Background: an optimization exercise with open tools, aiming at small area, a short achievable clock period and few clock cycles. Do not read the settings as production practice.

==> inputs of 08-18 <==
## mult
module mult #(parameter XLEN = 32, parameter NUM_STAGE = 4)
(
    input clock, reset,
    input start,
    input [1:0] sign,
    input [XLEN-1:0] mcand, mplier,
    output [(2*XLEN)-1:0] product,
    output logic done
);
    wire [32:0] a = {sign[0] & mcand[31], mcand};
    wire [32:0] b = {sign[1] & mplier[31], mplier};
    wire one0_d = b[0] ^ 1'b0;
    wire two0_d = (b[1] & ~b[0] & ~1'b0) | (~b[1] & b[0] & 1'b0);
    wire neg0_d = b[1];
    wire one1_d = b[2] ^ b[1];
    wire two1_d = (b[3] & ~b[2] & ~b[1]) | (~b[3] & b[2] & b[1]);
    wire neg1_d = b[3];
    wire one2_d = b[4] ^ b[3];
    wire two2_d = (b[5] & ~b[4] & ~b[3]) | (~b[5] & b[4] & b[3]);
    wire neg2_d = b[5];
    wire one3_d = b[6] ^ b[5];
    wire two3_d = (b[7] & ~b[6] & ~b[5]) | (~b[7] & b[6] & b[5]);
    wire neg3_d = b[7];
    wire one4_d = b[8] ^ b[7];
    wire two4_d = (b[9] & ~b[8] & ~b[7]) | (~b[9] & b[8] & b[7]);
    wire neg4_d = b[9];
    wire one5_d = b[10] ^ b[9];
    wire two5_d = (b[11] & ~b[10] & ~b[9]) | (~b[11] & b[10] & b[9]);
    wire neg5_d = b[11];
    wire one6_d = b[12] ^ b[11];
    wire two6_d = (b[13] & ~b[12] & ~b[11]) | (~b[13] & b[12] & b[11]);
    wire neg6_d = b[13];
    wire one7_d = b[14] ^ b[13];
    wire two7_d = (b[15] & ~b[14] & ~b[13]) | (~b[15] & b[14] & b[13]);
    wire neg7_d = b[15];
    wire one8_d = b[16] ^ b[15];
    wire two8_d = (b[17] & ~b[16] & ~b[15]) | (~b[17] & b[16] & b[15]);
    wire neg8_d = b[17];
    wire one9_d = b[18] ^ b[17];
    wire two9_d = (b[19] & ~b[18] & ~b[17]) | (~b[19] & b[18] & b[17]);
    wire neg9_d = b[19];
    wire one10_d = b[20] ^ b[19];
  ...
Settings: LEC_CHECK=0, ABC_AREA=1, CAP_MARGIN=20, CORE_MARGIN=2, CORE_UTILIZATION=40, CTS_CLUSTER_DIAMETER=100, CTS_CLUSTER_SIZE=20, PLACE_DENSITY=0.6, SLEW_MARGIN=20, SYNTH_HIERARCHICAL=1; clock period 10.0 ns.
standard.sh (not shown) runs the stock make flow with config.mk's settings and CLKGATE_MAP_FILE= SYNTH_SCRIPT=/design/flow/synth_recipe.tcl, a recipe that flattens the netlist after the stock synthesis.
==> flow/flow/run.sh <==
#!/bin/bash
set -euo pipefail
bash standard.sh SETUP_SLACK_MARGIN=6.6 "BUFFER_PORTS_ARGS=-buffer_cell sky130_fd_sc_hd__buf_2" finish > flow_make.log 2>&1
==> 02-15 (differences from 08-18) <==
--- a/flow/design.v
+++ b/flow/design.v
@@ -687,21 +687,21 @@
     wire s32_15, c32_15;
     mult_fa u15 (.a(pp9_14), .b(pp10_12), .c(pp11_10), .s(s32_15), .co(c32_15));
     wire hs32_8, hc32_8;
     mult_ha v8 (.a(pp12_8), .b(pp13_6), .s(hs32_8), .co(hc32_8));
     wire s33_16, c33_16;
-    mult_fa u16 (.a(1'b1), .b(pp0_33), .c(pp1_31), .s(s33_16), .co(c33_16));
+    mult_fa1 u16 (.b(pp0_33), .c(pp1_31), .s(s33_16), .co(c33_16));
     wire s33_17, c33_17;
     mult_fa u17 (.a(pp2_29), .b(pp3_27), .c(pp4_25), .s(s33_17), .co(c33_17));
     wire s33_18, c33_18;
     mult_fa u18 (.a(pp5_23), .b(pp6_21), .c(pp7_19), .s(s33_18), .co(c33_18));
     wire s33_19, c33_19;
     mult_fa u19 (.a(pp8_17), .b(pp9_15), .c(pp10_13), .s(s33_19), .co(c33_19));
     wire s33_20, c33_20;
     mult_fa u20 (.a(pp11_11), .b(pp12_9), .c(pp13_7), .s(s33_20), .co(c33_20));
     wire s34_21, c34_21;
-    mult_fa u21 (.a(1'b1), .b(pp1_32), .c(pp2_30), .s(s34_21), .co(c34_21));
+    mult_fa1 u21 (.b(pp1_32), .c(pp2_30), .s(s34_21), .co(c34_21));
     wire s34_22, c34_22;
     mult_fa u22 (.a(pp3_28), .b(pp4_26), .c(pp5_24), .s(s34_22), .co(c34_22));
     wire s34_23, c34_23;
     mult_fa u23 (.a(pp6_22), .b(pp7_20), .c(pp8_18), .s(s34_23), .co(c34_23));
     wire s34_24, c34_24;
@@ -715,11 +715,11 @@
     wire s35_27, c35_27;
     mult_fa u27 (.a(pp7_21), .b(pp8_19), .c(pp9_17), .s(s35_27), .co(c35_27));
     wire s35_28, c35_28;
     mult_fa u28 (.a(pp10_15), .b(pp11_13), .c(pp12_11), .s(s35_28), .co(c35_28));
     wire s36_29, c36_29;
-    mult_fa u29 (.a(1'b1), .b(pp2_32), .c(pp3_30), .s(s36_29), .co(c36_29));
+    mult_fa1 u29 (.b(pp2_32), .c(pp3_30), .s(s36_29), .co(c36_29));
     wire s36_30, c36_30;
     mult_fa u30 (.a(pp4_28), .b(pp5_26), .c(pp6_24), .s(s36_30), .co(c36_30));
     wire s36_31, c36_31;
     mult_fa u31 (.a(pp7_22), .b(pp8_20), .c(pp9_18), .s(s36_31), .co(c36_31));
     wire hs36_10, hc36_10;
@@ -729,27 +729,28 @@
     wire s37_33, c37_33;
     mult_fa u33 (.a(pp5_27), .b(pp6_25), .c(pp7_23), .s(s37_33), .co(c37_33));
     wire s37_34, c37_34;
     mult_fa u34 (.a(pp8_21), .b(pp9_19), .c(pp10_17), .s(s37_34), .co(c37_34));
     wire s38_35, c38_35;
-    mult_fa u35 (.a(1'b1), .b(pp3_32), .c(pp4_30), .s(s38_35), .co(c38_35));
+    mult_fa1 u35 (.b(pp3_32), .c(pp4_30), .s(s38_35), .co(c38_35));
     wire s38_36, c38_36;
     mult_fa u36 (.a(pp5_28), .b(pp6_26), .c(pp7_24), .s(s38_36), .co(c38_36));
     wire hs38_11, hc38_11;
     mult_ha v11 (.a(pp8_22), .b(pp9_20), .s(hs38_11), .co(hc38_11));
     wire s39_37, c39_37;
     mult_fa u37 (.a(pp3_33), .b(pp4_31), .c(pp5_29), .s(s39_37), .co(c39_37));
     wire s39_38, c39_38;
     mult_fa u38 (.a(pp6_27), .b(pp7_25), .c(pp8_23), .s(s39_38), .co(c39_38));
     wire s40_39, c40_39;
-    mult_fa u39 (.a(1'b1), .b(pp4_32), .c(pp5_30), .s(s40_39), .co(c40_39));
+    mult_fa1 u39 (.b(pp4_32), .c(pp5_30), .s(s40_39), .co(c40_39));
     wire hs40_12, hc40_12;
     mult_ha v12 (.a(pp6_28), .b(pp7_26), .s(hs40_12), .co(hc40_12));
     wire s41_40, c41_40;
     mult_fa u40 (.a(pp4_33), .b(pp5_31), .c(pp6_29), .s(s41_40), .co(c41_40));
     wire hs42_13, hc42_13;
-    mult_ha v13 (.a(1'b1), .b(pp5_32), .s(hs42_13), .co(hc42_13));
+    assign hs42_13 = ~pp5_32;
+    assign hc42_13 = pp5_32;
     wire hs16_14, hc16_14;
     mult_ha v14 (.a(pp0_16), .b(pp1_14), .s(hs16_14), .co(hc16_14));
     wire hs17_15, hc17_15;
     mult_ha v15 (.a(pp0_17), .b(pp1_15), .s(hs17_15), .co(hc17_15));
     wire s18_41, c18_41;
@@ -947,11 +948,11 @@
     wire s43_131, c43_131;
     mult_fa u131 (.a(pp11_21), .b(pp12_19), .c(pp13_17), .s(s43_131), .co(c43_131));
     wire s43_132, c43_132;
     mult_fa u132 (.a(pp14_15), .b(pp15_13), .c(pp16_11), .s(s43_132), .co(c43_132));
     wire s44_133, c44_133;
-    mult_fa u133 (.a(1'b1), .b(pp6_32), .c(pp7_30), .s(s44_133), .co(c44_133));
+    mult_fa1 u133 (.b(pp6_32), .c(pp7_30), .s(s44_133), .co(c44_133));
     wire s44_134, c44_134;
     mult_fa u134 (.a(pp8_28), .b(pp9_26), .c(pp10_24), .s(s44_134), .co(c44_134));
     wire s44_135, c44_135;
     mult_fa u135 (.a(pp11_22), .b(pp12_20), .c(pp13_18), .s(s44_135), .co(c44_135));
     wire hs44_22, hc44_22;
@@ -961,27 +962,28 @@
     wire s45_137, c45_137;
     mult_fa u137 (.a(pp9_27), .b(pp10_25), .c(pp11_23), .s(s45_137), .co(c45_137));
     wire s45_138, c45_138;
     mult_fa u138 (.a(pp12_21), .b(pp13_19), .c(pp14_17), .s(s45_138), .co(c45_138));
     wire s46_139, c46_139;
-    mult_fa u139 (.a(1'b1), .b(pp7_32), .c(pp8_30), .s(s46_139), .co(c46_139));
+    mult_fa1 u139 (.b(pp7_32), .c(pp8_30), .s(s46_139), .co(c46_139));
     wire s46_140, c46_140;
     mult_fa u140 (.a(pp9_28), .b(pp10_26), .c(pp11_24), .s(s46_140), .co(c46_140));
     wire hs46_23, hc46_23;
     mult_ha v23 (.a(pp12_22), .b(pp13_20), .s(hs46_23), .co(hc46_23));
     wire s47_141, c47_141;
     mult_fa u141 (.a(pp7_33), .b(pp8_31), .c(pp9_29), .s(s47_141), .co(c47_141));
     wire s47_142, c47_142;
     mult_fa u142 (.a(pp10_27), .b(pp11_25), .c(pp12_23), .s(s47_142), .co(c47_142));
     wire s48_143, c48_143;
-    mult_fa u143 (.a(1'b1), .b(pp8_32), .c(pp9_30), .s(s48_143), .co(c48_143));
+    mult_fa1 u143 (.b(pp8_32), .c(pp9_30), .s(s48_143), .co(c48_143));
     wire hs48_24, hc48_24;
     mult_ha v24 (.a(pp10_28), .b(pp11_26), .s(hs48_24), .co(hc48_24));
     wire s49_144, c49_144;
     mult_fa u144 (.a(pp8_33), .b(pp9_31), .c(pp10_29), .s(s49_144), .co(c49_144));
     wire hs50_25, hc50_25;
-    mult_ha v25 (.a(1'b1), .b(pp9_32), .s(hs50_25), .co(hc50_25));
+    assign hs50_25 = ~pp9_32;
+    assign hc50_25 = pp9_32;
     wire hs10_26, hc10_26;
     mult_ha v26 (.a(pp0_10), .b(pp1_8), .s(hs10_26), .co(hc10_26));
     wire hs11_27, hc11_27;
     mult_ha v27 (.a(pp0_11), .b(pp1_9), .s(hs11_27), .co(hc11_27));
     wire s12_145, c12_145;
@@ -1219,27 +1221,28 @@
     wire s51_257, c51_257;
     mult_fa u257 (.a(pp12_27), .b(pp13_25), .c(pp14_23), .s(s51_257), .co(c51_257));
     wire s51_258, c51_258;
     mult_fa u258 (.a(pp15_21), .b(pp16_19), .c(hc50_25), .s(s51_258), .co(c51_258));
     wire s52_259, c52_259;
-    mult_fa u259 (.a(1'b1), .b(pp10_32), .c(pp11_30), .s(s52_259), .co(c52_259));
+    mult_fa1 u259 (.b(pp10_32), .c(pp11_30), .s(s52_259), .co(c52_259));
     wire s52_260, c52_260;
     mult_fa u260 (.a(pp12_28), .b(pp13_26), .c(pp14_24), .s(s52_260), .co(c52_260));
     wire hs52_32, hc52_32;
     mult_ha v32 (.a(pp15_22), .b(pp16_20), .s(hs52_32), .co(hc52_32));
     wire s53_261, c53_261;
     mult_fa u261 (.a(pp10_33), .b(pp11_31), .c(pp12_29), .s(s53_261), .co(c53_261));
     wire s53_262, c53_262;
     mult_fa u262 (.a(pp13_27), .b(pp14_25), .c(pp15_23), .s(s53_262), .co(c53_262));
     wire s54_263, c54_263;
-    mult_fa u263 (.a(1'b1), .b(pp11_32), .c(pp12_30), .s(s54_263), .co(c54_263));
+    mult_fa1 u263 (.b(pp11_32), .c(pp12_30), .s(s54_263), .co(c54_263));
     wire hs54_33, hc54_33;
     mult_ha v33 (.a(pp13_28), .b(pp14_26), .s(hs54_33), .co(hc54_33));
     wire s55_264, c55_264;
     mult_fa u264 (.a(pp11_33), .b(pp12_31), .c(pp13_29), .s(s55_264), .co(c55_264));
     wire hs56_34, hc56_34;
-    mult_ha v34 (.a(1'b1), .b(pp12_32), .s(hs56_34), .co(hc56_34));
+    assign hs56_34 = ~pp12_32;
+    assign hc56_34 = pp12_32;
     wire hs6_35, hc6_35;
     mult_ha v35 (.a(pp0_6), .b(pp1_4), .s(hs6_35), .co(hc6_35));
     wire hs7_36, hc7_36;
     mult_ha v36 (.a(pp0_7), .b(pp1_5), .s(hs7_36), .co(hc7_36));
     wire s8_265, c8_265;
@@ -1441,19 +1444,20 @@
     wire s57_361, c57_361;
     mult_fa u361 (.a(pp12_33), .b(pp13_31), .c(pp14_29), .s(s57_361), .co(c57_361));
     wire s57_362, c57_362;
     mult_fa u362 (.a(pp15_27), .b(pp16_25), .c(hc56_34), .s(s57_362), .co(c57_362));
     wire s58_363, c58_363;
-    mult_fa u363 (.a(1'b1), .b(pp13_32), .c(pp14_30), .s(s58_363), .co(c58_363));
+    mult_fa1 u363 (.b(pp13_32), .c(pp14_30), .s(s58_363), .co(c58_363));
     wire hs58_39, hc58_39;
     mult_ha v39 (.a(pp15_28), .b(pp16_26), .s(hs58_39), .co(hc58_39));
     wire s59_364, c59_364;
     mult_fa u364 (.a(pp13_33), .b(pp14_31), .c(pp15_29), .s(s59_364), .co(c59_364));
     wire hs60_40, hc60_40;
-    mult_ha v40 (.a(1'b1), .b(pp14_32), .s(hs60_40), .co(hc60_40));
+    assign hs60_40 = ~pp14_32;
+    assign hc60_40 = pp14_32;
     wire s62_365, c62_365;
-    mult_fa u365 (.a(1'b1), .b(pp15_32), .c(pp16_30), .s(s62_365), .co(c62_365));
+    mult_fa1 u365 (.b(pp15_32), .c(pp16_30), .s(s62_365), .co(c62_365));
     wire s61_366, c61_366;
     mult_fa u366 (.a(pp14_33), .b(pp15_31), .c(pp16_29), .s(s61_366), .co(c61_366));
     wire s60_367, c60_367;
     mult_fa u367 (.a(pp15_30), .b(pp16_28), .c(hs60_40), .s(s60_367), .co(c60_367));
     wire s59_368, c59_368;
@@ -1975,9 +1979,13 @@
 endmodule
 module mult_fa (input a, b, c, output s, co);
     assign s = a ^ b ^ c;
     assign co = (a & b) | (a & c) | (b & c);
 endmodule
+module mult_fa1 (input b, c, output s, co);
+    assign s = ~(b ^ c);
+    assign co = b | c;
+endmodule
 module mult_ha (input a, b, output s, co);
     assign s = a ^ b;
     assign co = a & b;
 endmodule
- ABC_AREA: 1 -> 0
==> results by group <==
Status
  • Status: complete, no violations

Setup path
  • Cells on worst reg2reg path: 11

Yosys
  • Post-synthesis compound-gate area fraction: 16.7%
  • Synth Cell Area: 32000 sq um

Placement
  • Inst Count DP: 3927

Final layout
  • Fill count: approximately 7.4k
  • Multi-input logic area: 24300 sq um
[end of results for 02-15]
==> results by group <==
Setup path
  • Reg-to-reg startpoint: neg[5]
  • Cells on worst reg2reg path: 6

Status
  • Status: complete, no violations

Yosys
  • Synth Cell Area: around 33000 sq um

Final layout
  • Multi-input logic area: around 24000 sq um
  • Fill count: 8005

Placement
  • Inst Count DP: 4718
[end of results for 08-18]
No functional check of the RTL was part of any run of this note.

[separate check: timing with driven ports]
Ports are ideal in the flow. The routed layouts listed here were re-timed in OpenROAD.
Step 1, drivers: a clkbuf_16 drives clock and a buf_2 each remaining input, both assumed.
Step 2 also shifts input and output timing later by t, the mid clock arrival at the registers, as if the neighbouring blocks saw the same clock.
Three values: ideal, step 1, step 2; two values: the first two.
run | t, ns | setup slack, ns | worst setup path at the end | worst slew at a driven data input, ns | pins driven straight from the clock port
08-18 | 0.657 | 6.570 / 6.570 / 6.570 | register to register | 0.05 | 1
02-15 | 0.661 | 6.290 / 6.290 / 6.290 | register to register | 0.07 | 1
After both steps setup and hold are still met in every run listed.
